Source: an optimization exercise on an open RTL-to-GDS flow (aim: small area, a short achievable clock period and few clock cycles per item). Production flows keep margins and buffers that such runs may drop.
Function was checked by simulation only, so behaviour that the tests miss may differ from the original.
Power figures rest on the tool's default switching activity, not on a simulated workload.

==> standard.sh <==
#!/bin/bash
# synth_recipe.tcl (not shown) runs the flow's synth.tcl, then flattens the netlist and writes it again
# the make line also repeats each setting of config.mk as NAME=value (left out here)
make -C /OpenROAD-flow-scripts/flow DESIGN_CONFIG=/design/flow/config.mk WORK_HOME=/design/flow/orfs CLKGATE_MAP_FILE= SYNTH_SCRIPT=/design/flow/synth_recipe.tcl "${@:-finish}"
==> flow/run.sh <==
#!/bin/bash
# The standard layout (standard.sh) with three changes:
#  - synthesis leaves full and half adders as plain logic for ABC (no adder
#    cells from ADDER_MAP_FILE),
#  - the final ABC mapping runs flow/abc.script when that file exists,
#  - every port is buffered by sky130_fd_sc_hd__buf_1.
# Each tool's output goes to the ORFS logs under orfs/logs; make's own output
# goes to standard.log here.
set -euo pipefail
here=$(pwd)
export ADDER_MAP_FILE=
export BUFFER_PORTS_ARGS="-buffer_cell sky130_fd_sc_hd__buf_1"
export FLOW_SYNTH_TCL="$here/synth_recipe.tcl"
if [[ -f "$here/flow/abc.script" ]]; then
  export MY_ABC_SCRIPT="$here/flow/abc.script"
  sed "s#SYNTH_SCRIPT=[^ ]*#SYNTH_SCRIPT=$here/flow/synth.tcl#" standard.sh > my_standard.sh
else
  cp standard.sh my_standard.sh
fi
bash my_standard.sh > standard.log 2>&1
==> constraint.sdc <==
create_clock -name core_clock -period 5.0 [get_ports {clk_i}]
set_input_delay 1.0000 -clock core_clock [delete_from_list [all_inputs] [get_ports {clk_i}]]
set_output_delay 1.0000 -clock core_clock [all_outputs]
set_load 0.01 [all_outputs]
==> flow/abc.script <==
strash
 dch
 map -B 0.5 -G 120
 topo
 stime -c
 buffer -c
 upsize -c
 dnsize -c
==> config.mk <==
export PLATFORM = sky130hd
export DESIGN_NAME = cubroot_add_system
export DESIGN_NICKNAME = cubroot_add_system
export VERILOG_FILES = /design/flow/design.v
export SDC_FILE = /design/flow/constraint.sdc
export NUM_CORES = 4
export LEC_CHECK = 0
export CAP_MARGIN = 20
export CORE_AREA = 2 2 60 60
export CTS_BUF_LIST = sky130_fd_sc_hd__clkbuf_4
export DIE_AREA = 0 0 62 62
export GPL_ROUTABILITY_DRIVEN = 0
export PLACE_DENSITY = 0.5
export SETUP_SLACK_MARGIN = 2.2
export SLEW_MARGIN = 20
==> flow/synth.tcl <==
# The standard flow's synthesis script (synth_recipe.tcl, unchanged) with the final ABC
# mapping run on MY_ABC_SCRIPT instead of ORFS's abc_speed/abc_area script.
proc abc {args} {
  set i [lsearch -exact $args -script]
  if {$i >= 0} { lset args [expr {$i + 1}] $::env(MY_ABC_SCRIPT) }
  yosys abc {*}$args
}
source $::env(FLOW_SYNTH_TCL)
==> design.v <==
module mult (
    input  [7:0]  x,
    input  [2:0]  c,
    output [15:0] y
);
    wire t1 = x[0] & x[2];
    wire t2 = x[1] & (x[0] | c[2]);
    wire t3 = x[0] & x[3];
    wire t4 = x[2] & ~x[1];
    wire t5 = x[0] & x[4];
    wire t6 = x[1] & x[3];
    wire t7 = x[1] & x[2];
    wire t8 = x[0] & x[5];
    wire t9 = x[1] & x[4];
    wire t10 = x[3] & ~x[2];
    wire t11 = x[0] & x[6];
    wire t12 = x[1] & x[5];
    wire t13 = x[2] & x[4];
    wire t14 = x[2] & x[3];
    wire t15 = x[0] & x[7];
    wire t16 = x[1] & x[6];
    wire t17 = x[2] & x[5];
    wire t18 = x[4] & ~x[3];
    wire t19 = x[1] & x[7];
    wire t20 = x[2] & x[6];
    wire t21 = x[3] & x[5];
    wire t22 = x[3] & x[4];
    wire t23 = x[2] & x[7];
    wire t24 = x[3] & x[6];
    wire t25 = x[5] & ~x[4];
    wire t26 = x[3] & x[7];
    wire t27 = x[4] & x[6];
    wire t28 = x[4] & x[5];
    wire t29 = x[4] & x[7];
    wire t30 = x[6] & ~x[5];
    wire t31 = x[5] & x[7];
    wire t32 = x[5] & x[6];
    wire t33 = x[7] & ~x[6];
    wire t34 = x[6] & x[7];
    wire t35 = t11 ^ t12;
    wire t36 = t11 & t12;
    wire t37 = t15 ^ t16;
    wire t38 = t37 ^ t17;
    wire t39 = t37 ? t17 : t15;
    wire t40 = t19 ^ t20;
    wire t41 = t40 ^ t21;
    wire t42 = t40 ? t21 : t19;
    wire t43 = t23 ^ t24;
    wire t44 = t23 & t24;
    wire t45 = t26 ^ t27;
    wire t46 = t26 & t27;
    wire t47 = t5 ^ t6;
    wire t48 = t5 & t6;
    wire t49 = t8 ^ t9;
    wire t50 = t49 ^ t10;
    wire t51 = t49 ? t10 : t8;
    wire t52 = t35 ^ t13;
    wire t53 = t52 ^ t14;
    wire t54 = t52 ? t14 : t35;
    wire t55 = t38 ^ t18;
    wire t56 = t55 ^ t36;
    wire t57 = t55 ? t36 : t38;
    wire t58 = t41 ^ t22;
    wire t59 = t58 ^ t39;
    wire t60 = t58 ? t39 : t41;
    wire t61 = t43 ^ t25;
    wire t62 = t61 ^ t42;
    wire t63 = t61 ? t42 : t43;
    wire t64 = t45 ^ t28;
    wire t65 = t64 ^ t44;
    wire t66 = t64 ? t44 : t45;
    wire t67 = t29 ^ t30;
    wire t68 = t67 ^ t46;
    wire t69 = t67 ? t46 : t29;
    wire t70 = t31 ^ t32;
    wire t71 = t31 & t32;
    wire t72 = t1 & t2;
    wire t73 = t3 & t4;
    wire t74 = t47 & t7;
    wire t75 = t50 & t48;
    wire t76 = t53 & t51;
    wire t77 = t56 & t54;
    wire t78 = t59 & t57;
    wire t79 = t62 & t60;
    wire t80 = t65 & t63;
    wire t81 = t68 & t66;
    wire t82 = t70 & t69;
    wire t83 = t33 & t71;
    wire t84 = t34 & 1'b0;
    wire t85 = t1 ^ t2;
    wire t86 = t3 ^ t4;
    wire t87 = t47 ^ t7;
    wire t88 = t50 ^ t48;
    wire t89 = t53 ^ t51;
    wire t90 = t56 ^ t54;
    wire t91 = t59 ^ t57;
    wire t92 = t62 ^ t60;
    wire t93 = t65 ^ t63;
    wire t94 = t68 ^ t66;
    wire t95 = t70 ^ t69;
    wire t96 = t33 ^ t71;
    wire t97 = t34 ^ 1'b0;
    wire t98 = t73 | (t86 & t72);
    wire t99 = t86 & t85;
    wire t100 = t75 | (t88 & t74);
    wire t101 = t88 & t87;
    wire t102 = t77 | (t90 & t76);
    wire t103 = t90 & t89;
    wire t104 = t79 | (t92 & t78);
    wire t105 = t92 & t91;
    wire t106 = t81 | (t94 & t80);
    wire t107 = t94 & t93;
    wire t108 = t83 | (t96 & t82);
    wire t109 = t96 & t95;
    wire t110 = t100 | (t101 & t98);
    wire t111 = t101 & t99;
    wire t112 = t104 | (t105 & t102);
    wire t113 = t105 & t103;
    wire t114 = t108 | (t109 & t106);
    wire t115 = t109 & t107;
    wire t116 = t112 | (t113 & t110);
    wire t117 = t113 & t111;
    wire t118 = t114 | (t115 & t116);
    wire t119 = t115 & t117;
    wire t120 = t102 | (t103 & t110);
    wire t121 = t103 & t111;
    wire t122 = t106 | (t107 & t116);
    wire t123 = t107 & t117;
    wire t124 = t74 | (t87 & t98);
    wire t125 = t87 & t99;
    wire t126 = t76 | (t89 & t110);
    wire t127 = t89 & t111;
    wire t128 = t78 | (t91 & t120);
    wire t129 = t91 & t121;
    wire t130 = t80 | (t93 & t116);
    wire t131 = t93 & t117;
    wire t132 = t82 | (t95 & t122);
    wire t133 = t95 & t123;
    wire t134 = t84 | (t97 & t118);
    wire t135 = t97 & t119;
    wire t136 = t86 ^ t72;
    wire t137 = t87 ^ t98;
    wire t138 = t88 ^ t124;
    wire t139 = t89 ^ t110;
    wire t140 = t90 ^ t126;
    wire t141 = t91 ^ t120;
    wire t142 = t92 ^ t128;
    wire t143 = t93 ^ t116;
    wire t144 = t94 ^ t130;
    wire t145 = t95 ^ t122;
    wire t146 = t96 ^ t132;
    wire t147 = t97 ^ t118;
    wire [2:0] lo = {x[1] & ~x[0], 1'b0, x[0]} + c;
    assign y = {t147, t146, t145, t144, t143, t142, t141, t140, t139, t138, t137, t136, t85, lo};
endmodule
module cubroot (
    input  [7:0] x_bi,
    output [2:0] y_bo
);
    wire [7:0] x = x_bi;
    wire ge1   = |x;
    wire ge8   = |x[7:3];
    wire ge27  = |x[7:5] | (x[4] & x[3] & (x[2] | (x[1] & x[0])));
    wire ge64  = x[7] | x[6];
    wire ge125 = x[7] | (x[6] & x[5] & x[4] & x[3] & x[2] & (x[1] | x[0]));
    wire ge216 = x[7] & x[6] & (x[5] | (x[4] & x[3]));
    assign y_bo[2] = ge64;
    assign y_bo[1] = (ge8 & ~ge64) | ge216;
    assign y_bo[0] = (ge1 & ~ge8) | (ge27 & ~ge64) | (ge125 & ~ge216);
endmodule
module cubroot_add_system (
    input clk_i,
    input rst_i,
    input start_i,
    input [7:0] a_bi,
    input [7:0] b_bi,
    output busy_o,
    output reg [15:0] result
);
    wire        load = start_i & ~rst_i;
    wire [2:0]  cub_result;
    wire [15:0] sum;
    cubroot cub (.x_bi(b_bi), .y_bo(cub_result));
    mult square (.x(a_bi), .c(cub_result), .y(sum));
    always @(posedge clk_i) begin
        if (load)
            result <= sum;
    end
    assign busy_o = 1'b0;
endmodule
==> run_results.csv, run 1 <==
group,metric,value,unit
run_status,status,"timing/DRC/antenna clean",
power,leakage,0.878,nW
power,p_seq_frac,0.424,
timing,slew_violations,0,
cells_and_area,syn_to_final_growth,14.0,%
drt,ant_nets,0,
synthesis,syn_area_per_cell,6.58,um^2
power,fin_total_pwr,0.407,mW
drt,vias,1552,
drt,viasPerCell,4.85,
timing,post-route-period-util,0.507,
placement,dp_cells,315,
worst_setup_path,cp.required,5.04,ns
timing,fin_setup_tns,0,ns
power,swShare,0.356,
power,p_sw,0.145,mW
drt,wl_per_cell,9.79,um
power,irDropWorstVdd,0.0717,mV
die,std_cell_rows,21,
cells_and_area,fin_nets,294,
cells_and_area,reg_top3,"result (16)",
global_route,grt_pass1_wl,5520,um
placement,dp_hpwl,2560,um
die,die_w,62,um
drt,dr.pass1.iters,6,
synthesis,ys_ff_latch,16,
cells_and_area,diodes,0,
worst_setup_path,start_kind,"primary input",
synthesis,synthTopCellsByArea,"edfxtp_1 (30%), nand2_1 (20%), inv_1 (6.8%), nand3_1 (5.6%), nor2_1 (4.9%)",
die,fp.dieH,62,um
drt,route.detailed.drc,0,
timing,final-setup-viol-count,0,
clock_tree,hold_buffers,0,
cells_and_area,largest_reg_flops,16,
cells_and_area,layout-drive-gt1-share,0.146,
die,pin_count,36,
global_route,grt-ovfl-total,0,
clock_tree,cts.sinks,16,
timing,period_minus_slack,2.53,ns
synthesis,ys_warn_count,1,
global_route,grt_start_max_net_pins,17,
timing,timing.hold.ws,1.14,ns
timing,rsz0062_at_grt,"no",
worst_setup_path,cp_max_fo,11,
synthesis,ys_types,31,
global_route,grt_pass1_vias,1370,
clock_tree,cts-root-buf,"clkbuf_4",
cells_and_area,n_fill_cell,352,
power,powerDensity,223,nW/um^2
synthesis,syn_inst,243,
timing,timing.fmax,395,MHz
clock_tree,cts_tree,"yes",
cells_and_area,fin_cells,320,
worst_setup_path,arrival,2.58,ns
clock_tree,cts_buffer_depth,2,
clock_tree,clkTransAtPathRegs,0.08,ns
drt,drt_iter0_markers,43,
synthesis,yosys.area.top_type,"edfxtp_1",
flow_run,cap_violations,0,
global_route,track_usage,0.188,
synthesis,synth_seq_area_share,0.301,
synthesis,netlist.area_leader.share,0.301,
synthesis,syn-cell-area,1600,um^2
clock_tree,clock_tree.htree_level_count,1,
synthesis,synth_nets,262,
die,core-area,3280,um^2
cells_and_area,regMostFlops,"result",
placement,portBuffers,34,
die,die_area,3840,um^2
timing,hold_violations,0,
clock_tree,numCtsBuffers,3,
power,p_int,0.262,mW
worst_setup_path,path_class,"primary input to flop",
power,power_frac_comb,0.416,
power,power.clock.fraction,0.159,
hold_path,hold_path_class,"primary input to flop",
worst_setup_path,end_kind,"flop",
drt,drt_wl_total,3130,um
global_route,antenna_found_initial,0,
die,initial_core_util,0.486,
[power groups by stage]
stage,registers [mW],logic [mW],clock network (mW)
6_report,0.173,0.169,0.0648
5_1_grt,0.175,0.200,0.0723
4_1_cts,0.173,0.162,0.0686
3_5_place_dp,0.176,0.161,0
3_3_place_gp,0.176,0.161,0
2_1_floorplan,0.184,0.121,0
[routing by layer]
layer,track usage,wire length [um]
met5,0,0
met1,0.246,1570
met2,0.330,1440
met3,0.0186,100
met4,0.0456,21
[area by class of cell]
type | instances | area, um^2 | share of cell area
Clock inverter | 1 | 3.75 | 0.00206
Multi-Input combinational cell | 188 | 975 | 0.535
Clock buffer | 3 | 22.5 | 0.0124
Sequential cell | 16 | 480 | 0.264
Inverter | 30 | 113 | 0.0618
Tap cell | 46 | 57.6 | 0.0316
Timing Repair Buffer | 36 | 170 | 0.0934
[stage by stage]
stage,setup slack [ns],utilization,area [um^2]
after global routing,2.20,0.555,1820
after global placement,1.83,0.526,1730
after detailed placement,1.80,0.526,1730
after CTS,2.21,0.536,1760
final,2.47,0.555,1820
after floorplan,2.35,-,1600
[critical path, stage by stage]
cell	delay, ns
buf_2	0.21
nand2_1	0.10
nand2_2	0.10
nand2_1	0.06
nand2_1	0.09
nand3_1	0.12
a21oi_2	0.23
a21oi_2	0.10
nand2_2	0.08
nand4_1	0.09
nand2_2	0.11
nand2_2	0.06
nand2_2	0.09
nand2_1	0.06
nand2_1	0.05
nand2_1	0.04
[cell usage in the layout, fill, tap and decap left out, types with 2 or more instances in the layout]
cell type / n
nand2_1: 83
nor2_1: 17
inv_1: 28
nand2_2: 7
edfxtp_1: 16
nor4_1: 2
xnor2_1: 8
inv_2: 2
nand3_2: 4
a21oi_2: 5
buf_4: 6
nor2_2: 4
xor2_1: 4
nand3_1: 17
a21oi_1: 10
clkbuf_4: 6
o21ai_2: 3
nand3b_1: 3
buf_1: 26
o21ai_0: 2
nand4_1: 8
[cells in the mapped netlist]
master     instances
nor2_1            21
a31oi_1            1
nand3_2            3
edfxtp_1          16
o21ai_1            1
inv_1             29
nand4_1            8
nand2_2            5
o21ai_2            2
nand2_1           85
o22ai_1            2
buf_4              5
a2111oi_0          1
inv_2              1
conb_1             1
nand3b_1           3
a21boi_0           1
nand3_1           18
a21oi_1           11
o21bai_1           1
buf_2              3
and3_1             1
buf_6              1
nand4_2            1
o21ai_0            2
a22oi_1            1
and2_1             1
xnor2_1            8
a21oi_2            4
nor4_1             2
xor2_1             4
[logic make-up after synthesis]
logic type / Yosys count / synth area share
AOI/OAI and AO/OA: 27 / 0.108
xor gates and xnor gates: 12 / 0.0658
buffers and inverters: 39 / 0.110
DFF: 16 / 0.301
other: 1 / 0.00235
and+or+nand+nor: 148 / 0.413
[repair_timing]
item	in CTS	in global routing
setup buffers	0	1
gates cloned	0	0
resized for setup	5	28
pin swaps	0	4
setup endpoints to repair	4	6
[path summary, 6_finish.rpt]
check,startpoint,endpoint,slack (ns),depth (start not counted)
max,a_bi[5],result[14],2.47,16
min,a_bi[6],result[15],1.14,3
Testbench counts, summed over its fixed seeds: cycles 2,048, items 2,048.
==> run 2, diff against run 1 <==
==> flow/abc.script (replaced) <==
strash
 dch
 map -B 0.3 -G 150
 topo
 stime -c
 buffer -c
 upsize -c
 dnsize -c
--- a/config.mk
+++ b/config.mk
@@ -9,7 +9,6 @@
 export CORE_AREA = 2 2 60 60
 export CTS_BUF_LIST = sky130_fd_sc_hd__clkbuf_4
 export DIE_AREA = 0 0 62 62
-export GPL_ROUTABILITY_DRIVEN = 0
 export PLACE_DENSITY = 0.5
 export SETUP_SLACK_MARGIN = 2.2
 export SLEW_MARGIN = 20
==> run 2 against run 1 <==
Clock power shrank 0.8%. Critical path type unchanged. Clock-buffer cell count is the same. Sequential share of layout area shrank 0.64 points. Synthesized cell count shrank 3.7%. First-iteration DRC count shrank 26%. Largest cell class unchanged. Synthesized area grew 1.7%. Sequential cell count is the same. Hold slack gained 0.063 ns.
==> run_results.csv, run 2 <==
group,metric,value,unit
clock_tree,cts-root-buf,"clkbuf_4",
timing,rsz0062_at_grt,"no",
worst_setup_path,cp_max_fo,13,
synthesis,yosys.area.top_type,"edfxtp_1",
cells_and_area,largest_reg_flops,16,
timing,post-route-period-util,0.513,
worst_setup_path,cp.required,5.02,ns
cells_and_area,fin_nets,287,
cells_and_area,layout-drive-gt1-share,0.172,
timing,slew_violations,0,
clock_tree,cts_tree,"yes",
power,powerDensity,221,nW/um^2
timing,final-setup-viol-count,0,
drt,drt_wl_total,3290,um
placement,dp_cells,306,
worst_setup_path,start_kind,"primary input",
timing,timing.fmax,390,MHz
drt,ant_nets,0,
worst_setup_path,end_kind,"flop",
die,pin_count,36,
flow_run,cap_violations,0,
run_status,status,"timing/DRC/antenna clean",
drt,drt_iter0_markers,32,
clock_tree,clkTransAtPathRegs,0.08,ns
placement,dp_hpwl,2660,um
clock_tree,numCtsBuffers,3,
synthesis,synth_flop_cell,"edfxtp_1",
die,die_w,62,um
synthesis,synth_nets,253,
timing,fin_setup_tns,0,ns
drt,wl_per_cell,10.5,um
synthesis,synth_edf_count,16,
clock_tree,cts.sinks,16,
drt,route.detailed.drc,0,
synthesis,netlist.area_leader.share,0.296,
cells_and_area,diodes,0,
hold_path,hold_path_class,"primary input to flop",
synthesis,synth.most_common_cell,"nand2_1",
global_route,track_usage,0.190,
synthesis,syn_inst,234,
clock_tree,clock_tree.htree_level_count,1,
worst_setup_path,cp.buffers_inverters,1,
global_route,grt_pass1_vias,1297,
cells_and_area,reg_top3,"result (16)",
synthesis,synthTopCellsByArea,"edfxtp_1 (30%), nand2_1 (20%), nand3_1 (7.4%), xnor2_1 (5.4%), inv_1 (5.3%)",
global_route,antenna_found_initial,0,
cells_and_area,final_common_cell,"nand2_1",
die,core-area,3280,um^2
power,p_int,0.264,mW
power,power.clock.fraction,0.156,
power,p_sw,0.148,mW
worst_setup_path,cp_cell_sequence,"buf_4 -> nand4_1 -> nand2_1 -> nand2_1 -> nand3_2 -> nand3_2 -> a22oi_1 -> nor2_2 -> a21oi_1 -> nand2_2 -> a21oi_2 -> o21ai_1",
cells_and_area,fin_cells,313,
die,initial_core_util,0.495,
die,fp.dieH,62,um
synthesis,netlist_top_cells_count,"nand2_1 (86), nand3_1 (24), inv_1 (23)",
synthesis,ys_types,34,
power,irDropWorstVdd,0.0937,mV
worst_setup_path,crit_slowest_cell,"a21oi_2",
synthesis,syn_area_per_cell,6.95,um^2
timing,hold_violations,0,
die,die_area,3840,um^2
placement,gp_congestion,0.835,
global_route,grt_pass1_wl,5600,um
die,std_cell_rows,21,
worst_setup_path,path_class,"primary input to flop",
power,p_seq_frac,0.419,
timing,period_minus_slack,2.56,ns
cells_and_area,syn_to_final_growth,14.9,%
clock_tree,cts_buffer_depth,2,
clock_tree,hold_buffers,0,
worst_setup_path,arrival,2.58,ns
cells_and_area,regMostFlops,"result",
power,leakage,0.854,nW
drt,dr.pass1.iters,4,
global_route,grt_start_max_net_pins,17,
power,power_frac_comb,0.425,
worst_setup_path,max_stage_delay,0.19,ns
synthesis,synth_seq_area_share,0.296,
synthesis,syn-cell-area,1630,um^2
synthesis,ys_ff_latch,16,
placement,portBuffers,34,
worst_setup_path,cp_top_family,"simple AND/OR/NAND/NOR gates",
cells_and_area,mostFrequentLayoutCells,"nand2_1 (82), buf_1 (26), inv_1 (22), nand3_1 (22), edfxtp_1 (16)",
drt,vias,1530,
drt,viasPerCell,4.89,
global_route,grt-ovfl-total,0,
synthesis,synthArstFlopShare,0,
power,swShare,0.359,
synthesis,ys_warn_count,1,
run 2: final cells by class:
type | count | area (um^2)
timing repair buffer | 38 | 191
inverter | 24 | 90.1
multi-input combinational | 185 | 1020
tap | 46 | 57.6
clock inverter | 1 | 3.75
fill | 337 | 1420
clock buffer | 3 | 22.5
sequential | 16 | 480
run 2: logic make-up (layout without fill, tap and decap cells):
logic type,after synthesis,in the layout,synth area share
AO/OA/AOI/OAI,27,27,0.118
XOR/XNOR,12,12,0.0647
buffers and inverters,33,66,0.104
flip-flops,16,16,0.296
other,1,1,0.00231
AND/OR/NAND/NOR,145,145,0.416
run 2: stage by stage:
step	utilization	setup slack (ns)	area, um^2	power [mW]	hold WS (ns)
3_5_place_dp	0.530	1.69	1740	0.340	1.44
5_1_grt	0.568	2.21	1870	0.447	1.23
6_report	0.568	2.44	1870	0.412	1.20
4_1_cts	0.541	2.30	1780	0.403	1.20
3_3_place_gp	0.530	1.73	1740	0.340	1.44
2_1_floorplan	-	2.37	1630	0.308	1.32
run 2: metal layers:
layer | vias up | part of all wire | GRT usage
li1 | 850 | - | -
met1 | 632 | 0.52 | 0.275
met2 | 46 | 0.42 | 0.311
met3 | 2 | 0.057 | 0.0145
met4 | 0 | 0.0030 | 0.0365
met5 | - | 0 | 0
run 2: worst paths after layout:
check,from,cells after the start,slack [ns],end
max,a_bi[1],12,2.44,result[15]
min,a_bi[6],3,1.20,result[15]
run 2: power groups by stage:
stage | logic (mW) | registers (mW) | clock network, mW
floorplan | 0.124 | 0.184 | 0
CTS | 0.165 | 0.173 | 0.0647
global placement | 0.164 | 0.176 | 0
finish | 0.175 | 0.173 | 0.0643
global route | 0.204 | 0.175 | 0.0683
detailed placement | 0.164 | 0.176 | 0
run 2: repair_timing:
action,4_1_cts,5_1_grt
pin swaps,0,8
resized for setup,8,29
endpoints found under the setup margin,5,6
buffers inserted,0,3
==> run 3, diff against run 2 <==
==> flow/abc.script (replaced) <==
strash
 dch
 map -B 0.5 -G 120
 topo
 stime -c
 buffer -c
 upsize -c
 dnsize -c
--- a/config.mk
+++ b/config.mk
@@ -10,5 +10,5 @@
 export CTS_BUF_LIST = sky130_fd_sc_hd__clkbuf_4
 export DIE_AREA = 0 0 62 62
 export PLACE_DENSITY = 0.5
-export SETUP_SLACK_MARGIN = 2.2
+export SETUP_SLACK_MARGIN = 2.1
 export SLEW_MARGIN = 20
==> run 3 against run 2 <==
Synthesized area down 1.7%. Non-clock buffer count down 3. First-iteration DRC count down 3.1%. Clock power up 0.6%. Still clean. Sequential power about the same. Power down 2.8%. Sequential cell count unchanged. Combinational power down 7%. Hold slack worse by 0.0090 ns.
==> run_results.csv, run 3 <==
group,metric,value,unit
drt,vias,1550,
timing,final-setup-viol-count,0,
synthesis,synthTopCellsByArea,"edfxtp_1 (30%), nand2_1 (20%), inv_1 (6.8%), nand3_1 (5.6%), nor2_1 (4.9%)",
drt,viasPerCell,4.86,
clock_tree,post_cts_buffers,0,
timing,fin_setup_tns,0,ns
power,powerDensity,225,nW/um^2
flow_run,cap_violations,0,
synthesis,netlist.area_leader.share,0.301,
clock_tree,cts-root-buf,"clkbuf_4",
die,die_w,62,um
synthesis,ys_types,31,
synthesis,synth_edf_count,16,
synthesis,yosys.area.top_type,"edfxtp_1",
synthesis,netlist_top_cells_count,"nand2_1 (85), inv_1 (29), nor2_1 (21)",
worst_setup_path,cp.required,5.03,ns
hold_path,min_path_cells,3,
worst_setup_path,start_kind,"primary input",
clock_tree,cts_buffer_depth,2,
synthesis,synth_nets,262,
clock_tree,clock_tree.htree_level_count,1,
worst_setup_path,end_kind,"flop",
drt,wl_per_cell,9.67,um
worst_setup_path,arrival,2.65,ns
power,leakage,0.865,nW
drt,drt_iter0_markers,31,
timing,rsz0062_at_grt,"no",
die,std_cell_rows,21,
drt,route.detailed.drc,0,
timing,timing.fmax,381,MHz
synthesis,syn_inst,243,
synthesis,syn-cell-area,1600,um^2
run_status,status,"timing/DRC/antenna clean",
power,irDropWorstVdd,0.0731,mV
die,die_area,3840,um^2
die,core-area,3280,um^2
clock_tree,clkTransAtPathRegs,0.08,ns
global_route,grt-ovfl-total,0,
global_route,antenna_found_initial,0,
synthesis,syn_area_per_cell,6.58,um^2
clock_tree,cts_tree,"yes",
hold_path,hold_path_end,"result[0]",
die,fp.dieH,62,um
timing,timing.hold.ws,1.19,ns
cells_and_area,mostFrequentLayoutCells,"nand2_1 (85), inv_1 (29), buf_1 (26)",
drt,dr.pass1.iters,6,
cells_and_area,layout-drive-gt1-share,0.110,
power,fin_total_pwr,0.401,mW
cells_and_area,final_common_cell,"nand2_1",
synthesis,synthArstFlopShare,0,
cells_and_area,diodes,0,
timing,period_minus_slack,2.62,ns
global_route,track_usage,0.188,
clock_tree,numCtsBuffers,3,
die,pin_count,36,
drt,drt_wl_total,3090,um
timing,post-route-period-util,0.525,
cells_and_area,regMostFlops,"result",
cells_and_area,largest_reg_flops,16,
global_route,grt_pass1_vias,1370,
global_route,grt_pass1_wl,5520,um
clock_tree,cts.sinks,16,
drt,ant_nets,0,
cells_and_area,syn_to_final_growth,11.3,%
synthesis,synth.most_common_cell,"nand2_1",
cells_and_area,reg_top3,"result (16)",
cells_and_area,fin_nets,293,
synthesis,synth_seq_area_share,0.301,
placement,dp_hpwl,2560,um
synthesis,ys_warn_count,1,
timing,slew_violations,0,
clock_tree,hold_buffers,0,
timing,hold_violations,0,
global_route,grt_start_max_net_pins,17,
synthesis,ys_ff_latch,16,
hold_path,hold_path_class,"primary input to flop",
worst_setup_path,cp_max_fo,9,
synthesis,synth_flop_cell,"edfxtp_1",
die,initial_core_util,0.486,
placement,gp_congestion,0.777,
placement,portBuffers,34,
hold_path,hold_start,"a_bi[0]",
cells_and_area,n_fill_cell,351,
worst_setup_path,path_class,"primary input to flop",
-- run 3: cell types whose count changed after synthesis, moves of 2 or more --
cell	before	now
nand2_2	1	5
nor2_1	12	21
xor2_1	2	4
a21oi_1	4	11
nand3_1	24	18
buf_2	0	3
inv_1	23	29
xnor2_1	10	8
buf_6	3	1
nor2_2	2	0
nand3b_1	1	3
-- run 3: worst max-delay path by stage --
| stage | startpoint | end | slack, ns | cells after the start |
|---|---|---|---|---|
| final | a_bi[2] | result[13] | 2.38 | 15 |
| after global routing | a_bi[2] | result[14] | 2.12 | 16 |
| after CTS | a_bi[6] | result[14] | 2.10 | 18 |
| after detailed placement | a_bi[6] | result[14] | 1.80 | 18 |
| after global placement | a_bi[1] | result[14] | 1.83 | 16 |
| after floorplan | a_bi[7] | result[14] | 2.35 | 17 |
-- run 3: what timing repair did --
action	CTS	global route
resized for setup	0	18
endpoints found under the hold margin	0	0
endpoints found under the setup margin	0	6
-- run 3: kinds of logic (layout without fill, tap and decap cells) --
| group | Yosys count | in the layout | share of synthesized area |
|---|---|---|---|
| AO/OA/AOI/OAI | 27 | 27 | 0.108 |
| AND/OR/NAND/NOR | 148 | 148 | 0.413 |
| XOR/XNOR | 12 | 12 | 0.0658 |
| other | 1 | 1 | 0.00235 |
| buffers and inverters | 39 | 69 | 0.110 |
| flip-flops | 16 | 16 | 0.301 |
-- run 3: metal layers --
| layer | share of wire | track usage | vias to the layer above |
|---|---|---|---|
| met5 | 0 | 0 | - |
| met4 | 0 | 0.0456 | 0 |
| met3 | 0.037 | 0.0186 | 0 |
| met2 | 0.46 | 0.330 | 38 |
| met1 | 0.51 | 0.246 | 659 |
| li1 | - | - | 853 |
-- run 3: final cells by class --
type	instances	area, um^2	area share
Sequential cell	16	480	0.270
Tap cell	46	57.6	0.0324
Clock inverter	1	3.75	0.00211
Clock buffer	3	22.5	0.0127
Inverter	30	113	0.0633
Timing Repair Buffer	35	155	0.0873
Multi-Input combinational cell	188	946	0.532
-- run 3: where the power goes --
part           internal (mW)  leakage [nW]  switching, mW
Clock                 0.0289        0.0154         0.0358
Sequential             0.170         0.149        0.00300
Combinational         0.0600         0.700          0.103
-- run 3: worst max-delay path, cell delays in order --
cell	delay, ns
clkbuf_2	0.19
inv_1	0.15
o21ai_1	0.20
nand2_1	0.07
nand2_1	0.11
nand2_1	0.08
nand2_1	0.06
nand2_1	0.06
nor2_2	0.14
nor2_2	0.06
a21oi_1	0.16
nand2_2	0.10
nand2_2	0.07
nand2_2	0.07
xnor2_1	0.12
-- run 3: stage by stage --
stage,instance area (um^2),util,cells,setup slack (ns)
after floorplan,1600,-,243,2.35
after global placement,1730,0.526,315,1.83
after detailed placement,1730,0.526,315,1.80
after CTS,1750,0.534,319,2.10
after global routing,1780,0.541,319,2.12
final,1780,0.541,319,2.38
==> run 4, diff against run 3 <==
--- a/config.mk
+++ b/config.mk
@@ -10,5 +10,5 @@
 export CTS_BUF_LIST = sky130_fd_sc_hd__clkbuf_4
 export DIE_AREA = 0 0 62 62
 export PLACE_DENSITY = 0.5
-export SETUP_SLACK_MARGIN = 2.1
+export SETUP_SLACK_MARGIN = 2.3
 export SLEW_MARGIN = 20
==> run 4 against run 3 <==
Clock power increased by 1%. Sequential power about the same. Largest cell class unchanged. Highest routed layer is now met4. Global-route usage unchanged. Still clean on timing, DRC and antenna. Setup slack improved by 0.072 ns. Critical path depth decreased by 2. Synthesized area unchanged. Via count increased by 4.3%.
==> run_results.csv, run 4 <==
group,metric,value,unit
worst_setup_path,cp_cell_sequence,"clkbuf_4 -> nand4_2 -> nand4_1 -> nand2_1 -> nand2_1 -> nand3_1 -> a21oi_2 -> nand2_2 -> nand4_1 -> nand2_2 -> nand2_2 -> nand2_4 -> xnor2_1",
placement,pre_cts_ws,1.80,ns
worst_setup_path,arrival,2.58,ns
placement,gp_congestion,0.777,
die,fp.dieH,62,um
hold_path,hold_path_class,"primary input to flop",
placement,dp_hpwl,2560,um
drt,dr.pass1.iters,4,
synthesis,synth_edf_count,16,
timing,rsz0062_at_grt,"no",
synthesis,synthArstFlopShare,0,
placement,placed_area,1730,um^2
cells_and_area,layout-drive-gt1-share,0.241,
drt,drt_wl_total,3360,um
worst_setup_path,end_kind,"flop",
synthesis,syn-cell-area,1600,um^2
cells_and_area,diodes,0,
cells_and_area,fin_nets,302,
synthesis,netlist.area_leader.share,0.301,
global_route,grt_pass1_vias,1370,
clock_tree,clkTransAtPathRegs,0.08,ns
worst_setup_path,cp_max_fo,11,
clock_tree,numCtsBuffers,3,
worst_setup_path,max_stage_delay,0.20,ns
cells_and_area,reg_top3,"result (16)",
drt,route.detailed.drc,0,
power,powerDensity,217,nW/um^2
worst_setup_path,crit_top_cell,"nand2_2",
clock_tree,cts-root-buf,"clkbuf_4",
drt,ant_nets,0,
die,initial_core_util,0.486,
die,die_area,3840,um^2
timing,hold_violations,0,
synthesis,synth.most_common_cell,"nand2_1",
synthesis,ys_warn_count,1,
synthesis,synth_flop_cell,"edfxtp_1",
global_route,grt_start_max_net_pins,17,
synthesis,syn_inst,243,
cells_and_area,mostFrequentLayoutCells,"nand2_1 (71), inv_1 (26), buf_1 (26)",
global_route,antenna_found_initial,0,
worst_setup_path,cp.required,5.03,ns
timing,period_minus_slack,2.55,ns
placement,dp_cells,315,
synthesis,netlist_top_cells_count,"nand2_1 (85), inv_1 (29), nor2_1 (21)",
timing,fin_setup_tns,0,ns
synthesis,synth_seq_area_share,0.301,
die,std_cell_rows,21,
global_route,grt-ovfl-total,0,
placement,portBuffers,34,
clock_tree,cts_buffer_depth,2,
clock_tree,hold_buffers,0,
power,irDropWorstVdd,0.0719,mV
timing,final-setup-viol-count,0,
clock_tree,cts.sinks,16,
timing,slew_violations,0,
cells_and_area,final_common_cell,"nand2_1",
synthesis,synthTopCellsByArea,"edfxtp_1 (30%), nand2_1 (20%), inv_1 (6.8%), nand3_1 (5.6%), nor2_1 (4.9%)",
drt,drt_iter0_markers,39,
worst_setup_path,path_class,"primary input to flop",
timing,post-route-period-util,0.510,
cells_and_area,syn_to_final_growth,24.7,%
cells_and_area,regMostFlops,"result",
synthesis,ys_ff_latch,16,
die,die_w,62,um
cells_and_area,fin_util,0.607,
cells_and_area,multiInputGateArea,1040,um^2
global_route,grt_pass1_wl,5520,um
cells_and_area,fin_cells,328,
clock_tree,cts_tree,"yes",
flow_run,cap_violations,0,
global_route,track_usage,0.188,
run_status,status,"timing/DRC/antenna clean",
clock_tree,clock_tree.htree_level_count,1,
drt,vias,1616,
die,pin_count,36,
cells_and_area,seqCellArea,480,um^2
synthesis,yosys.area.top_type,"edfxtp_1",
worst_setup_path,start_kind,"primary input",
synthesis,ys_types,31,
die,core-area,3280,um^2
cells_and_area,design_area,1990,um^2
timing,fin_ws,2.45,ns
cells_and_area,n_fill_cell,334,
cells_and_area,largest_reg_flops,16,
synthesis,synth_nets,262,
drt,viasPerCell,4.93,
synthesis,syn_area_per_cell,6.58,um^2
worst_setup_path,crit_slowest_cell,"a21oi_2",
power,leakage,0.943,nW
timing,timing.fmax,392,MHz
drt,wl_per_cell,10.2,um
==> run 4: cell counts after synthesis <==
No cell type changed its count.
==> run 4: timing repair <==
item / in CTS / in global routing
setup buffers: 0 / 9
pin swaps: 0 / 21
setup endpoints to repair: 5 / 5
gates resized for setup: 8 / 58
==> run 4: path summary, 6_finish.rpt <==
kind / start / endpoint / slack (ns) / cells past startpoint
max: a_bi[5] / result[13] / 2.45 / 13
min: a_bi[6] / result[15] / 1.07 / 3
==> run 4: layer usage <==
layer | GRT usage | wire [um]
met4 | 0.0456 | 9
met3 | 0.0186 | 128
met5 | 0 | 0
met1 | 0.246 | 1620
met2 | 0.330 | 1600
==> run 4: cell families after synthesis <==
| group | count (synthesis) | synth area share |
|---|---|---|
| buf+inv | 39 | 0.110 |
| xor+xnor | 12 | 0.0658 |
| simple gates | 148 | 0.413 |
| compound gates | 27 | 0.108 |
| other cells | 1 | 0.00235 |
| flops | 16 | 0.301 |
==> run 4: where the power goes <==
group          switching [mW]  internal (mW)  leakage, nW  total, mW
registers             0.00300          0.170        0.149      0.173
clock network          0.0365         0.0289       0.0154     0.0654
logic                   0.114         0.0798        0.778      0.194
total                   0.154          0.278        0.943      0.432
==> run 4: worst max-delay path: cells and delay by family <==
family | cells | cell delay (ns)
buf+inv | 1 | 0.19
xor+xnor | 1 | 0.12
compound gates | 1 | 0.20
simple gates | 10 | 1.06
==> run 4: metrics by stage <==
step	hold slack [ns]	total power, mW
6_report	1.07	0.432
3_5_place_dp	1.44	0.337
3_3_place_gp	1.44	0.337
5_1_grt	1.07	0.471
4_1_cts	1.17	0.404
2_1_floorplan	1.33	0.305
==> run 4: layout make-up <==
type	instances	area share
well taps	46	0.0289
multi-input cells	188	0.520
repair buffers	44	0.139
flip-flops and latches	16	0.241
inverters	30	0.0578
clock buffers	3	0.0113
clock inverters	1	0.00188
==> run 5, diff against run 4 <==
--- a/config.mk
+++ b/config.mk
@@ -9,6 +9,5 @@
 export CORE_AREA = 2 2 60 60
 export CTS_BUF_LIST = sky130_fd_sc_hd__clkbuf_4
 export DIE_AREA = 0 0 62 62
-export PLACE_DENSITY = 0.5
 export SETUP_SLACK_MARGIN = 2.3
 export SLEW_MARGIN = 20
==> run 5 against run 4 <==
Still clean on timing, DRC and antenna. Synthesized area is the same. Global-route usage shrank 2.2 points. First-iteration DRC count shrank 13%. Die area is the same. Sequential power is essentially flat. Sequential cell count is the same. Utilization shrank 3.9 points. Cell count shrank 3.4%. Hold slack gained 0.095 ns. Sequential share of layout area grew 1.7 points. Final area shrank 6.5%. Fmax grew 1.1%. Critical endpoint unchanged. Largest cell class unchanged. Largest power group unchanged. Highest routed layer unchanged.
==> run_results.csv, run 5 <==
group,metric,value,unit
synthesis,ys_warn_count,1,
global_route,grt_start_max_net_pins,17,
synthesis,netlist_top_cells_count,"nand2_1 (85), inv_1 (29), nor2_1 (21)",
cells_and_area,regMostFlops,"result",
global_route,antenna_found_initial,0,
timing,post-route-period-util,0.505,
power,irDropWorstVdd,0.0716,mV
clock_tree,cts-root-buf,"clkbuf_4",
synthesis,netlist.area_leader.share,0.301,
timing,timing.fmax,396,MHz
clock_tree,cts.sinks,16,
synthesis,synth_seq_area_share,0.301,
global_route,grt_pass1_wl,4820,um
placement,portBuffers,34,
global_route,grt-ovfl-total,0,
global_route,grt_busiest_layer,"met2",
power,powerDensity,220,nW/um^2
timing,fin_ws,2.48,ns
clock_tree,post_cts_buffers,0,
cells_and_area,layout-drive-gt1-share,0.185,
die,initial_core_util,0.486,
clock_tree,cts_tree,"yes",
synthesis,synth.most_common_cell,"nand2_1",
drt,vias,1509,
worst_setup_path,path_class,"primary input to flop",
worst_setup_path,arrival,2.53,ns
run_status,status,"timing/DRC/antenna clean",
global_route,use_met2,0.259,
cells_and_area,seqCellArea,480,um^2
die,std_cell_rows,21,
hold_path,hold_start,"a_bi[6]",
cells_and_area,reg_top3,"result (16)",
clock_tree,cts_buffer_depth,2,
die,die_w,62,um
drt,drt_wl_total,3060,um
synthesis,ys_types,31,
worst_setup_path,start_kind,"primary input",
synthesis,syn_area_per_cell,6.58,um^2
timing,hold_violations,0,
cells_and_area,largest_reg_flops,16,
cells_and_area,n_fill_cell,316,
worst_setup_path,cp.buffers_inverters,1,
worst_setup_path,end_kind,"flop",
cells_and_area,fin_util,0.568,
timing,slew_headroom,0.528,
worst_setup_path,cp.required,5.01,ns
cells_and_area,multiInputGateArea,1030,um^2
drt,route.detailed.drc,0,
worst_setup_path,cp_max_fo,11,
placement,gp_congestion,0.768,
placement,dp_hpwl,2520,um
synthesis,synthArstFlopShare,0,
cells_and_area,fin_nets,292,
global_route,use_met1,0.248,
die,pin_count,36,
timing,final-setup-viol-count,0,
cells_and_area,final_common_cell,"nand2_1",
synthesis,yosys.area.top_type,"edfxtp_1",
die,die_area,3840,um^2
clock_tree,clkTransAtPathRegs,0.07,ns
cells_and_area,mostFrequentLayoutCells,"nand2_1 (80), inv_1 (27), buf_1 (26)",
synthesis,ys_ff_latch,16,
timing,rsz0062_at_grt,"no",
clock_tree,clock_tree.htree_level_count,1,
worst_setup_path,worstSetupStartpoint,"a_bi[5]",
synthesis,synthTopCellsByArea,"edfxtp_1 (30%), nand2_1 (20%), inv_1 (6.8%), nand3_1 (5.6%), nor2_1 (4.9%)",
synthesis,synth_nets,262,
global_route,grt_pass1_vias,1119,
worst_setup_path,cp_cell_sequence,"clkbuf_4 -> nand4_4 -> nand4_1 -> nand2_1 -> nand2_1 -> nand3_1 -> a21oi_2 -> nand2_2 -> nand4_1 -> nand2_2 -> nand2_2 -> nand2_2 -> xnor2_1",
synthesis,syn-cell-area,1600,um^2
flow_run,cap_violations,0,
worst_setup_path,max_stage_delay,0.21,ns
clock_tree,numCtsBuffers,3,
worst_setup_path,crit_slowest_cell,"a21oi_2",
drt,drt_iter0_markers,34,
timing,timing.hold.ws,1.16,ns
timing,worstMarginPinSlew,0.707,ns
worst_setup_path,crit_top_cell,"nand2_2",
die,fp.dieH,62,um
worst_setup_path,cp_top_family,"simple AND/OR/NAND/NOR gates",
global_route,track_usage,0.166,
timing,slew_violations,0,
synthesis,syn_inst,243,
cells_and_area,syn_to_final_growth,16.7,%
clock_tree,hold_buffers,0,
synthesis,synth_flop_cell,"edfxtp_1",
power,leakage,0.865,nW
cells_and_area,fin_cells,317,
cells_and_area,diodes,0,
drt,ant_nets,0,
hold_path,hold_path_class,"primary input to flop",
drt,dr.pass1.iters,4,
drt,wl_per_cell,9.67,um
placement,dp_cells,314,
die,core-area,3280,um^2
drt,viasPerCell,4.76,
synthesis,synth_edf_count,16,
timing,fin_setup_tns,0,ns
timing,period_minus_slack,2.52,ns
placement,pre_cts_ws,1.83,ns
global_route,met3_usage,0.00828,
==> run 5: stage by stage <==
step                      power, mW  cell area [um^2]
after floorplan               0.305              1600
after global placement        0.336              1720
after detailed placement      0.337              1720
after CTS                     0.395              1750
after global routing          0.445              1860
final                         0.410              1860
==> run 5: final timing paths <==
kind | end | depth (start not counted)
setup / recovery | result[13] | 13
hold / removal | result[15] | 3
==> run 5: routing by layer <==
layer / vias to the layer above / share of wire / routed length, um
met5: - / 0 / 0
met4: 0 / 0.0069 / 21
met3: 2 / 0.025 / 77
met2: 29 / 0.43 / 1320
met1: 631 / 0.54 / 1640
li1: 847 / - / -
==> run 5: kinds of logic after synthesis <==
family | Yosys count | share of synthesized area
compound gates | 27 | 0.108
xor+xnor | 12 | 0.0658
buf+inv | 39 | 0.110
flops | 16 | 0.301
other cells | 1 | 0.00235
simple gates | 148 | 0.413
==> run 5: worst min-delay path, cell delays in order <==
cell,delay (ns)
buf_4,0.16
nand2_2,0.09
nand2_1,0.07
==> run 5: cell type report <==
type                            count  share of cell area
Clock buffer                        3              0.0121
Inverter                           30              0.0617
Multi-Input combinational cell    188               0.553
Sequential cell                    16               0.258
Tap cell                           46              0.0309
Timing Repair Buffer               34              0.0846
==> run 5: timing repair <==
action | CTS | global route
pin swaps | 0 | 7
resized for setup | 8 | 39
endpoints found under the setup margin | 6 | 6
==> run 5: power breakdown <==
group	internal [mW]	leakage (nW)	switching, mW
combinational	0.0660	0.701	0.113
sequential	0.170	0.149	0.00317
clock	0.0278	0.0138	0.0307
total	0.263	0.865	0.147
==> run 6, diff against run 5 <==
--- a/config.mk
+++ b/config.mk
@@ -8,6 +8,8 @@
 export CAP_MARGIN = 20
 export CORE_AREA = 2 2 60 60
 export CTS_BUF_LIST = sky130_fd_sc_hd__clkbuf_4
+export CTS_CLUSTER_DIAMETER = 200
+export CTS_CLUSTER_SIZE = 32
 export DIE_AREA = 0 0 62 62
-export SETUP_SLACK_MARGIN = 2.3
+export SETUP_SLACK_MARGIN = 2.2
 export SLEW_MARGIN = 20
==> run 6 against run 5 <==
Still clean. Sequential share of layout area grew 1.1 points. Sequential cell count is the same. Final area shrank 4.0%. Via count shrank 1.1%. Power shrank 3.1%. Combinational power shrank 7%. First-iteration DRC count shrank 12%. Global-route usage is the same. Cell count is the same. Die area is the same. Largest cell class unchanged.
==> run_results.csv, run 6 <==
group,metric,value,unit
die,die_area,3840,um^2
drt,dr.pass1.iters,4,
timing,timing.hold.ws,1.17,ns
worst_setup_path,cp.required,5.03,ns
clock_tree,cts_tree,"yes",
synthesis,ys_ff_latch,16,
worst_setup_path,worstSetupEndpoint,"result[14]",
power,irDropWorstVdd,0.0711,mV
synthesis,synthArstFlopShare,0,
clock_tree,hold_buffers,0,
drt,vias,1492,
die,pin_count,36,
cells_and_area,multiInputGateArea,970,um^2
drt,route.detailed.drc,0,
drt,drt_iter0_markers,30,
clock_tree,clkTransAtPathRegs,0.08,ns
die,core-area,3280,um^2
clock_tree,clock_tree.htree_level_count,1,
flow_run,cap_violations,0,
placement,portBuffers,34,
die,fp.dieH,62,um
cells_and_area,n_fill_cell,322,
synthesis,synth_seq_area_share,0.301,
synthesis,synthTopCellsByArea,"edfxtp_1 (30%), nand2_1 (20%), inv_1 (6.8%), nand3_1 (5.6%), nor2_1 (4.9%)",
cells_and_area,mostFrequentLayoutCells,"nand2_1 (84), inv_1 (29), buf_1 (26)",
drt,drt_wl_total,3010,um
cells_and_area,syn_to_final_growth,12.1,%
synthesis,synth_flop_cell,"edfxtp_1",
worst_setup_path,arrival,2.62,ns
power,leakage,0.862,nW
timing,worstMarginPinSlew,0.707,ns
timing,fin_setup_tns,0,ns
synthesis,ys_types,31,
worst_setup_path,worstSetupStartpoint,"a_bi[7]",
timing,period_minus_slack,2.60,ns
placement,pre_cts_ws,1.83,ns
placement,gp_congestion,0.768,
clock_tree,cts_buffer_depth,2,
timing,rsz0062_at_grt,"yes",
worst_setup_path,path_class,"primary input to flop",
placement,dp_hpwl,2520,um
clock_tree,cts.sinks,16,
global_route,track_usage,0.166,
timing,timing.fmax,385,MHz
synthesis,syn_area_per_cell,6.58,um^2
cells_and_area,diodes,0,
run_status,status,"timing/DRC/antenna clean",
synthesis,synth_edf_count,16,
placement,placed_area,1720,um^2
synthesis,synth.most_common_cell,"nand2_1",
clock_tree,cts-root-buf,"clkbuf_4",
worst_setup_path,start_kind,"primary input",
clock_tree,numCtsBuffers,3,
die,initial_core_util,0.486,
cells_and_area,final_common_cell,"nand2_1",
timing,final-setup-viol-count,0,
cells_and_area,regMostFlops,"result",
cells_and_area,largest_reg_flops,16,
synthesis,netlist_top_cells_count,"nand2_1 (85), inv_1 (29), nor2_1 (21)",
global_route,antenna_found_initial,0,
timing,slew_headroom,0.528,
cells_and_area,fin_nets,292,
hold_path,hold_path_class,"primary input to flop",
timing,hold_violations,0,
cells_and_area,layout-drive-gt1-share,0.133,
drt,viasPerCell,4.71,
synthesis,ys_warn_count,1,
synthesis,netlist.area_leader.share,0.301,
synthesis,syn_inst,243,
global_route,grt-ovfl-total,0,
cells_and_area,design_area,1790,um^2
timing,slew_violations,0,
cells_and_area,reg_top3,"result (16)",
drt,ant_nets,0,
die,die_w,62,um
worst_setup_path,cp_max_fo,9,
synthesis,synth_nets,262,
global_route,grt_pass1_wl,4820,um
timing,post-route-period-util,0.519,
power,powerDensity,222,nW/um^2
worst_setup_path,end_kind,"flop",
synthesis,yosys.area.top_type,"edfxtp_1",
global_route,grt_start_max_net_pins,17,
cells_and_area,seqCellArea,480,um^2
synthesis,syn-cell-area,1600,um^2
die,std_cell_rows,21,
drt,wl_per_cell,9.51,um
timing,fin_ws,2.40,ns
global_route,grt_pass1_vias,1119,
[run 6: cell counts after synthesis]
Identical to the previous run, type by type.
[run 6: worst max-delay path, cell delays in order]
cell and delay [ns]:
clkbuf_2 0.18, nand2_1 0.07, nand2_1 0.13, nand2_1 0.09, nand2_1 0.06, nand3_1 0.14, nand2_1 0.09, nand2_1 0.06
nand2_1 0.08, nor2_2 0.05, nor2_1 0.14, nand4_1 0.12, nand2_2 0.11, nand2_2 0.06, nand2_2 0.09, nand2_1 0.05
nand2_1 0.05, nand2_1 0.04
[run 6: timing repair]
item,4_1_cts,5_1_grt
endpoints found under the hold margin,0,0
cloned,0,0
pin swaps,0,0
buffers inserted,0,0
endpoints found under the setup margin,5,6
resized for setup,6,14
[run 6: metal layers]
metal	global-route usage	share of wire	vias to the layer above	routed length, um
li1	-	-	849	-
met1	0.248	0.55	616	1650
met2	0.259	0.42	25	1270
met3	0.00828	0.025	2	74
met4	0.0456	0.0070	0	21
met5	0	0	-	0
[run 6: where the power goes]
group / switching, mW / internal (mW)
sequential: 0.00317 / 0.170
combinational: 0.106 / 0.0607
clock: 0.0307 / 0.0278
[run 6: layout make-up]
type,count,share of cell area
inverters,30,0.0629
repair buffers,34,0.0825
clock buffers,3,0.0126
well taps,46,0.0321
multi-input cells,188,0.542
flip-flops and latches,16,0.268
[run 6: logic make-up (layout without fill, tap and decap cells)]
family | Yosys count | in the layout | synth area share
DFF | 16 | 16 | 0.301
AOI/OAI and AO/OA | 27 | 27 | 0.108
buffers and inverters | 39 | 67 | 0.110
and+or+nand+nor | 148 | 148 | 0.413
xor gates and xnor gates | 12 | 12 | 0.0658
other | 1 | 1 | 0.00235
[run 6: stage by stage]
step	util	total power, mW	instances
2_1_floorplan	-	0.305	243
6_report	0.545	0.397	317
5_1_grt	0.545	0.433	317
3_3_place_gp	0.523	0.336	314
4_1_cts	0.533	0.395	317
3_5_place_dp	0.524	0.337	314
[run 6: worst min path at each step]
| stage | from | end | slack (ns) | cells after the start |
|---|---|---|---|---|
| after global placement | result[12] | result[12] | 1.44 | 1 |
| final | rst_i | result[7] | 1.17 | 2 |
| after CTS | rst_i | result[7] | 1.17 | 2 |
| after global routing | rst_i | result[7] | 1.20 | 2 |
| after floorplan | b_bi[6] | result[3] | 1.33 | 2 |
| after detailed placement | result[3] | result[3] | 1.44 | 1 |
==> run 7, diff against run 6 <==
--- a/config.mk
+++ b/config.mk
@@ -7,9 +7,7 @@
 export LEC_CHECK = 0
 export CAP_MARGIN = 20
 export CORE_AREA = 2 2 60 60
-export CTS_BUF_LIST = sky130_fd_sc_hd__clkbuf_4
-export CTS_CLUSTER_DIAMETER = 200
-export CTS_CLUSTER_SIZE = 32
+export CTS_BUF_LIST = sky130_fd_sc_hd__clkbuf_2
 export DIE_AREA = 0 0 62 62
 export SETUP_SLACK_MARGIN = 2.2
 export SLEW_MARGIN = 20
==> run 7 against run 6 <==
Hold slack worse by 0.0011 ns. Clock power down 18%. Sequential power about the same.
==> run_results.csv, run 7 <==
group,metric,value,unit
run_status,status,"timing/DRC/antenna clean",
hold_path,min_path_cells,2,
timing,post-route-period-util,0.519,
cells_and_area,fin_cells,317,
synthesis,synth_top_family_by_area,"simple AND/OR/NAND/NOR gates",
drt,ant_nets,0,
cells_and_area,mostFrequentLayoutCells,"nand2_1 (84), inv_1 (29), buf_1 (26)",
worst_setup_path,end_kind,"flop",
cells_and_area,final_common_cell,"nand2_1",
drt,wl_per_cell,9.58,um
clock_tree,post_cts_buffers,0,
hold_path,hold_path_class,"primary input to flop",
worst_setup_path,arrival,2.63,ns
drt,drt_iter0_markers,27,
placement,dp_hpwl,2520,um
die,initial_core_util,0.486,
synthesis,syn_area_per_cell,6.58,um^2
die,fp.dieH,62,um
cells_and_area,regMostFlops,"result",
synthesis,synth_flop_cell,"edfxtp_1",
timing,hold_violations,0,
clock_tree,clkTransAtPathRegs,0.12,ns
flow_run,cap_violations,0,
cells_and_area,reg_top3,"result (16)",
synthesis,synth_edf_count,16,
synthesis,synth.most_common_cell,"nand2_1",
worst_setup_path,path_class,"primary input to flop",
cells_and_area,layout-drive-gt1-share,0.133,
cells_and_area,largest_reg_flops,16,
worst_setup_path,cp_max_fo,9,
timing,slew_headroom,0.527,
timing,slew_violations,0,
worst_setup_path,start_kind,"primary input",
power,powerDensity,217,nW/um^2
synthesis,netlist.area_leader.share,0.301,
worst_setup_path,cp.required,5.03,ns
die,std_cell_rows,21,
clock_tree,cts.sinks,16,
synthesis,synth_mux_area_frac,0,
die,die_area,3840,um^2
drt,viasPerCell,4.70,
synthesis,yosys.area.top_type,"edfxtp_1",
synthesis,synthAdderAreaFrac,0,
synthesis,synth_nets,262,
timing,worstMarginPinSlew,0.708,ns
power,fin_total_pwr,0.387,mW
timing,period_minus_slack,2.60,ns
drt,dr.pass1.iters,4,
global_route,grt-ovfl-total,0,
power,leakage,0.861,nW
die,die_w,62,um
timing,timing.fmax,385,MHz
drt,vias,1490,
timing,fin_setup_tns,0,ns
synthesis,syn_inst,243,
synthesis,netlist_top_cells_count,"nand2_1 (85), inv_1 (29), nor2_1 (21)",
hold_path,hold_start,"rst_i",
placement,dp_cells,314,
hold_path,hold_path_end,"result[7]",
drt,drt_wl_total,3040,um
global_route,grt_pass1_vias,1119,
global_route,track_usage,0.167,
synthesis,synth-xor-area-share,0.0658,
clock_tree,clock_tree.htree_level_count,1,
synthesis,synth-compound-area-share,0.108,
global_route,antenna_found_initial,0,
synthesis,synth_seq_area_share,0.301,
clock_tree,cts_tree,"yes",
die,core-area,3280,um^2
clock_tree,numCtsBuffers,3,
drt,wl_met1,1670,um
drt,wl_met2,1280,um
drt,route.met3.wl,73,um
synthesis,ys_types,31,
power,irDropWorstVdd,0.0646,mV
cells_and_area,fin_util,0.543,
clock_tree,cts-root-buf,"clkbuf_2",
cells_and_area,diodes,0,
timing,rsz0062_at_grt,"yes",
placement,portBuffers,34,
placement,gp_congestion,0.768,
synthesis,ys_ff_latch,16,
clock_tree,hold_buffers,0,
synthesis,ys_warn_count,1,
drt,routed.top_layer,"met4",
synthesis,synthSimpleGateAreaFrac,0.413,
global_route,grt_start_max_net_pins,17,
cells_and_area,fin_nets,292,
synthesis,synthTopCellsByArea,"edfxtp_1 (30%), nand2_1 (20%), inv_1 (6.8%), nand3_1 (5.6%), nor2_1 (4.9%)",
drt,route.detailed.drc,0,
timing,final-setup-viol-count,0,
global_route,grt_pass1_wl,4830,um
synthesis,synthArstFlopShare,0,
synthesis,syn-cell-area,1600,um^2
die,pin_count,36,
clock_tree,cts_buffer_depth,2,
cells_and_area,syn_to_final_growth,11.6,%
==> run 7: cell families after synthesis <==
logic type / Yosys count
xor gates and xnor gates: 12
other: 1
DFF: 16
AOI/OAI and AO/OA: 27
and+or+nand+nor: 148
buffers and inverters: 39
==> run 7: how the worst max path moves through the flow <==
| stage | depth (start not counted) | end | start | slack (ns) |
|---|---|---|---|---|
| after floorplan | 17 | result[14] | a_bi[7] | 2.35 |
| after global placement | 16 | result[14] | a_bi[1] | 1.85 |
| after detailed placement | 16 | result[14] | a_bi[1] | 1.83 |
| after CTS | 15 | result[13] | a_bi[5] | 2.21 |
| after global routing | 18 | result[14] | a_bi[6] | 2.18 |
| final | 18 | result[14] | a_bi[7] | 2.40 |
==> run 7: worst max-delay path: stages <==
cell	delay (ns)
clkbuf_2	0.19
nand2_1	0.07
nand2_1	0.13
nand2_1	0.09
nand2_1	0.06
nand3_1	0.14
nand2_1	0.09
nand2_1	0.06
nand2_1	0.08
nor2_2	0.05
nor2_1	0.14
nand4_1	0.12
nand2_2	0.11
nand2_2	0.06
nand2_2	0.09
nand2_1	0.05
nand2_1	0.05
nand2_1	0.04
==> run 7: timing repair <==
| item | in CTS | in global routing |
|---|---|---|
| cloned | 0 | 0 |
| endpoints found under the setup margin | 5 | 6 |
| gates resized for setup | 5 | 15 |
==> run 7: metrics by stage <==
step           hold WS, ns  cell area (um^2)  setup slack, ns
6_report              1.17              1780             2.40
5_1_grt               1.18              1780             2.18
3_3_place_gp          1.44              1720             1.85
4_1_cts               1.16              1740             2.21
3_5_place_dp          1.44              1720             1.83
2_1_floorplan         1.33              1600             2.35
==> run 7: cell type report <==
class / count / area [um^2]
fillers: 324 / 1500
multi-input cells: 188 / 970
flip-flops and latches: 16 / 480
repair buffers: 34 / 148
inverters: 30 / 113
well taps: 46 / 57.6
clock buffers: 3 / 15.0
==> run 7: metal layers <==
metal | global-route usage | vias up
li1 | - | 848
met1 | 0.248 | 615
met2 | 0.259 | 25
met3 | 0.00828 | 2
met4 | 0.0547 | 0
met5 | 0 | -
==> run 7: report_power, final <==
part | switching (mW) | internal (mW) | total [mW]
Clock | 0.0317 | 0.0164 | 0.0480
Combinational | 0.106 | 0.0606 | 0.166
Sequential | 0.00317 | 0.170 | 0.173
==> run 8, diff against run 7 <==
--- a/config.mk
+++ b/config.mk
@@ -5,9 +5,10 @@
 export SDC_FILE = /design/flow/constraint.sdc
 export NUM_CORES = 4
 export LEC_CHECK = 0
+export ABC_AREA = 1
 export CAP_MARGIN = 20
 export CORE_AREA = 2 2 60 60
-export CTS_BUF_LIST = sky130_fd_sc_hd__clkbuf_2
+export CTS_BUF_LIST = sky130_fd_sc_hd__clkbuf_4
 export DIE_AREA = 0 0 62 62
 export SETUP_SLACK_MARGIN = 2.2
 export SLEW_MARGIN = 20
removed: flow/abc.script
==> run 8 against run 7 <==
Wire length up 8.8%. Utilization up 2.4 points. Cell count up 5.4%. Sequential share of layout area down 1.1 points. Hold slack worse by 0.016 ns. Synthesized cell count up 5.3%. Fmax up 0.72%. Clock-buffer cell count unchanged. Combinational power about the same. Synthesized area up 3.9%. Global-route usage up 1.8 points. Final area up 4.4%. Largest cell class unchanged.
==> run_results.csv, run 8 <==
group,metric,value,unit
clock_tree,cts_buffer_depth,2,
drt,drt_iter0_markers,61,
clock_tree,clock_tree.htree_level_count,1,
worst_setup_path,start_kind,"primary input",
cells_and_area,fin_nets,308,
timing,slew_violations,0,
clock_tree,cts_tree,"yes",
power,leakage,0.971,nW
drt,routed.top_layer,"met4",
worst_setup_path,path_class,"primary input to flop",
synthesis,yosys.area.top_type,"edfxtp_1",
cells_and_area,reg_top3,"result (16)",
placement,placed_area,1810,um^2
die,fp.dieH,62,um
global_route,grt_pass1_wl,5240,um
cells_and_area,regMostFlops,"result",
cells_and_area,seqCellArea,480,um^2
die,die_area,3840,um^2
worst_setup_path,arrival,2.63,ns
synthesis,ys_types,30,
hold_path,hold_path_class,"primary input to flop",
cells_and_area,n_fill_cell,340,
global_route,antenna_found_initial,0,
run_status,status,"timing/DRC/antenna clean",
timing,final-setup-viol-count,0,
die,initial_core_util,0.506,
global_route,grt_pass1_vias,1286,
timing,rsz0062_at_grt,"no",
drt,viasPerCell,4.85,
synthesis,synth_nets,275,
cells_and_area,layout-drive-gt1-share,0.149,
placement,gp_congestion,0.793,
placement,portBuffers,34,
cells_and_area,design_area,1860,um^2
cells_and_area,largest_reg_flops,16,
drt,wl_met1,1580,um
synthesis,synth.most_common_cell,"nand2_1",
global_route,grt-ovfl-total,0,
synthesis,syn_inst,256,
clock_tree,clkTransAtPathRegs,0.08,ns
die,pin_count,36,
synthesis,ys_ff_latch,16,
clock_tree,cts-root-buf,"clkbuf_4",
synthesis,syn_area_per_cell,6.49,um^2
drt,route.detailed.drc,0,
timing,hold_violations,0,
drt,dr.pass1.iters,5,
die,die_w,62,um
clock_tree,numCtsBuffers,3,
synthesis,ys_warn_count,1,
timing,timing.fmax,388,MHz
synthesis,synth_flop_cell,"edfxtp_1",
cells_and_area,syn_to_final_growth,12.1,%
synthesis,netlist_top_cells_count,"nand2_1 (91), inv_1 (34), nand3_1 (19)",
synthesis,synthArstFlopShare,0,
drt,route.met3.wl,77,um
synthesis,synth_edf_count,16,
timing,fin_setup_tns,0,ns
clock_tree,cts.sinks,16,
timing,post-route-period-util,0.516,
cells_and_area,diodes,0,
drt,drt_wl_total,3310,um
power,powerDensity,216,nW/um^2
timing,period_minus_slack,2.58,ns
worst_setup_path,cp_max_fo,9,
cells_and_area,final_common_cell,"nand2_1",
die,core-area,3280,um^2
synthesis,syn-cell-area,1660,um^2
global_route,track_usage,0.185,
worst_setup_path,end_kind,"flop",
die,std_cell_rows,21,
cells_and_area,multiInputGateArea,1000,um^2
power,irDropWorstVdd,0.0776,mV
cells_and_area,mostFrequentLayoutCells,"nand2_1 (91), inv_1 (34), buf_1 (26)",
worst_setup_path,cp.required,5.05,ns
drt,wl_met2,1600,um
drt,wl_per_cell,9.90,um
clock_tree,hold_buffers,0,
synthesis,synthTopCellsByArea,"edfxtp_1 (29%), nand2_1 (21%), inv_1 (7.7%), nand3_1 (5.7%), nand2_2 (5.3%)",
placement,dp_hpwl,2690,um
drt,vias,1619,
drt,ant_nets,0,
global_route,grt_start_max_net_pins,17,
flow_run,cap_violations,0,
synthesis,synth_seq_area_share,0.289,
synthesis,netlist.area_leader.share,0.289,
[run 8: cell types whose count changed in the layout (fill, tap and decap cells not counted), moves of 3 or more]
cell / delta
a21oi_1: -5
a21oi_2: -5
nand3b_1: -3
nand2_2: +7
clkinv_1: +3
nor2_2: -3
xor2_1: +3
xnor2_1: -3
nand2_1: +7
nand3_2: +5
o21ai_1: +3
inv_1: +5
[run 8: timing repair]
item	in CTS	in global routing
pin swaps	0	0
buffers inserted	0	0
endpoints found under the setup margin	1	7
resized for setup	1	12
[run 8: layout make-up]
cell class / instances / share of cell area
timing repair buffer: 35 / 0.0793
inverter: 39 / 0.0786
tap: 46 / 0.0309
multi-input combinational: 194 / 0.539
clock inverter: 1 / 0.00202
clock buffer: 3 / 0.0121
sequential: 16 / 0.258
[run 8: per-layer routing]
layer | GRT usage | up-vias
li1 | - | 886
met1 | 0.230 | 692
met2 | 0.326 | 36
met3 | 0.0186 | 5
met4 | 0.0729 | 0
met5 | 0 | -
[run 8: cells by family after synthesis]
kind of cell	share of synthesized area
other	0.00226
AO/OA/AOI/OAI	0.0784
AND/OR/NAND/NOR	0.450
buffers and inverters	0.117
flip-flops	0.289
XOR/XNOR	0.0633
[run 8: critical path, cell delays in order]
cell	delay, ns
clkbuf_2	0.16
nand2_1	0.16
inv_1	0.10
nand2_2	0.08
nand2_1	0.07
o21ai_2	0.10
nand3_1	0.14
nand2_1	0.09
nor2_1	0.06
nor2_2	0.14
nand4_1	0.12
nand2_2	0.10
nand2_2	0.07
nand2_2	0.08
nand2_1	0.05
nand2_1	0.05
nand2_1	0.04
[run 8: final timing paths]
| check | from | end | slack [ns] | cells after the start |
|---|---|---|---|---|
| hold / removal | a_bi[7] | result[15] | 1.15 | 3 |
| setup / recovery | a_bi[2] | result[14] | 2.42 | 17 |
[run 8: report_power, final]
part           leakage [nW]  switching [mW]  internal [mW]
logic                 0.806           0.105         0.0583
registers             0.150         0.00277          0.169
clock network        0.0154          0.0390         0.0290
[run 8: stage by stage]
step | worst slack, ns | utilization | power, mW | hold WS (ns) | std cells
after floorplan | 2.35 | - | 0.302 | 1.23 | 256
after global placement | 1.90 | 0.550 | 0.335 | 1.44 | 330
after detailed placement | 1.91 | 0.550 | 0.335 | 1.43 | 330
after CTS | 2.23 | 0.558 | 0.402 | 1.20 | 334
after global routing | 2.20 | 0.567 | 0.440 | 1.16 | 334
final | 2.42 | 0.567 | 0.402 | 1.15 | 334

## what the ideal ports hide
The flow's constraints put no driver on any port. The routed layouts listed below were extracted and timed again, unchanged, in two steps. Step 1 assumes that a clkbuf_16 drives the clock port and a buf_2 every other input. Step 2 also shifts input and output timing later by t, the mid clock arrival at the registers, as if the neighbouring blocks saw the same clock. Three values: ideal ports, drivers, drivers and shift; two values: the first two.
run	t, ns	setup WS [ns]	worst register clock-pin slew, ns
run 1	0.295	2.465 / 2.466 / 2.171	0.08 / 0.08
run 2	0.289	2.437 / 2.434 / 2.145	0.09 / 0.09
run 3	0.293	2.377 / 2.375 / 2.082	0.08 / 0.08
run 4	0.298	2.449 / 2.436 / 2.138	0.08 / 0.08
run 5	0.281	2.476 / 2.474 / 2.193	0.08 / 0.08
run 6	0.281	2.404 / 2.403 / 2.121	0.08 / 0.08
run 7	0.275	2.403 / 2.401 / 2.127	0.12 / 0.12
run 8	0.304	2.421 / 2.422 / 2.117	0.09 / 0.09
After both steps setup and hold are still met in every run listed. For run 4, which loses most, drivers alone change the setup slack by -0.013 ns; drivers and shift together by -0.311 ns.
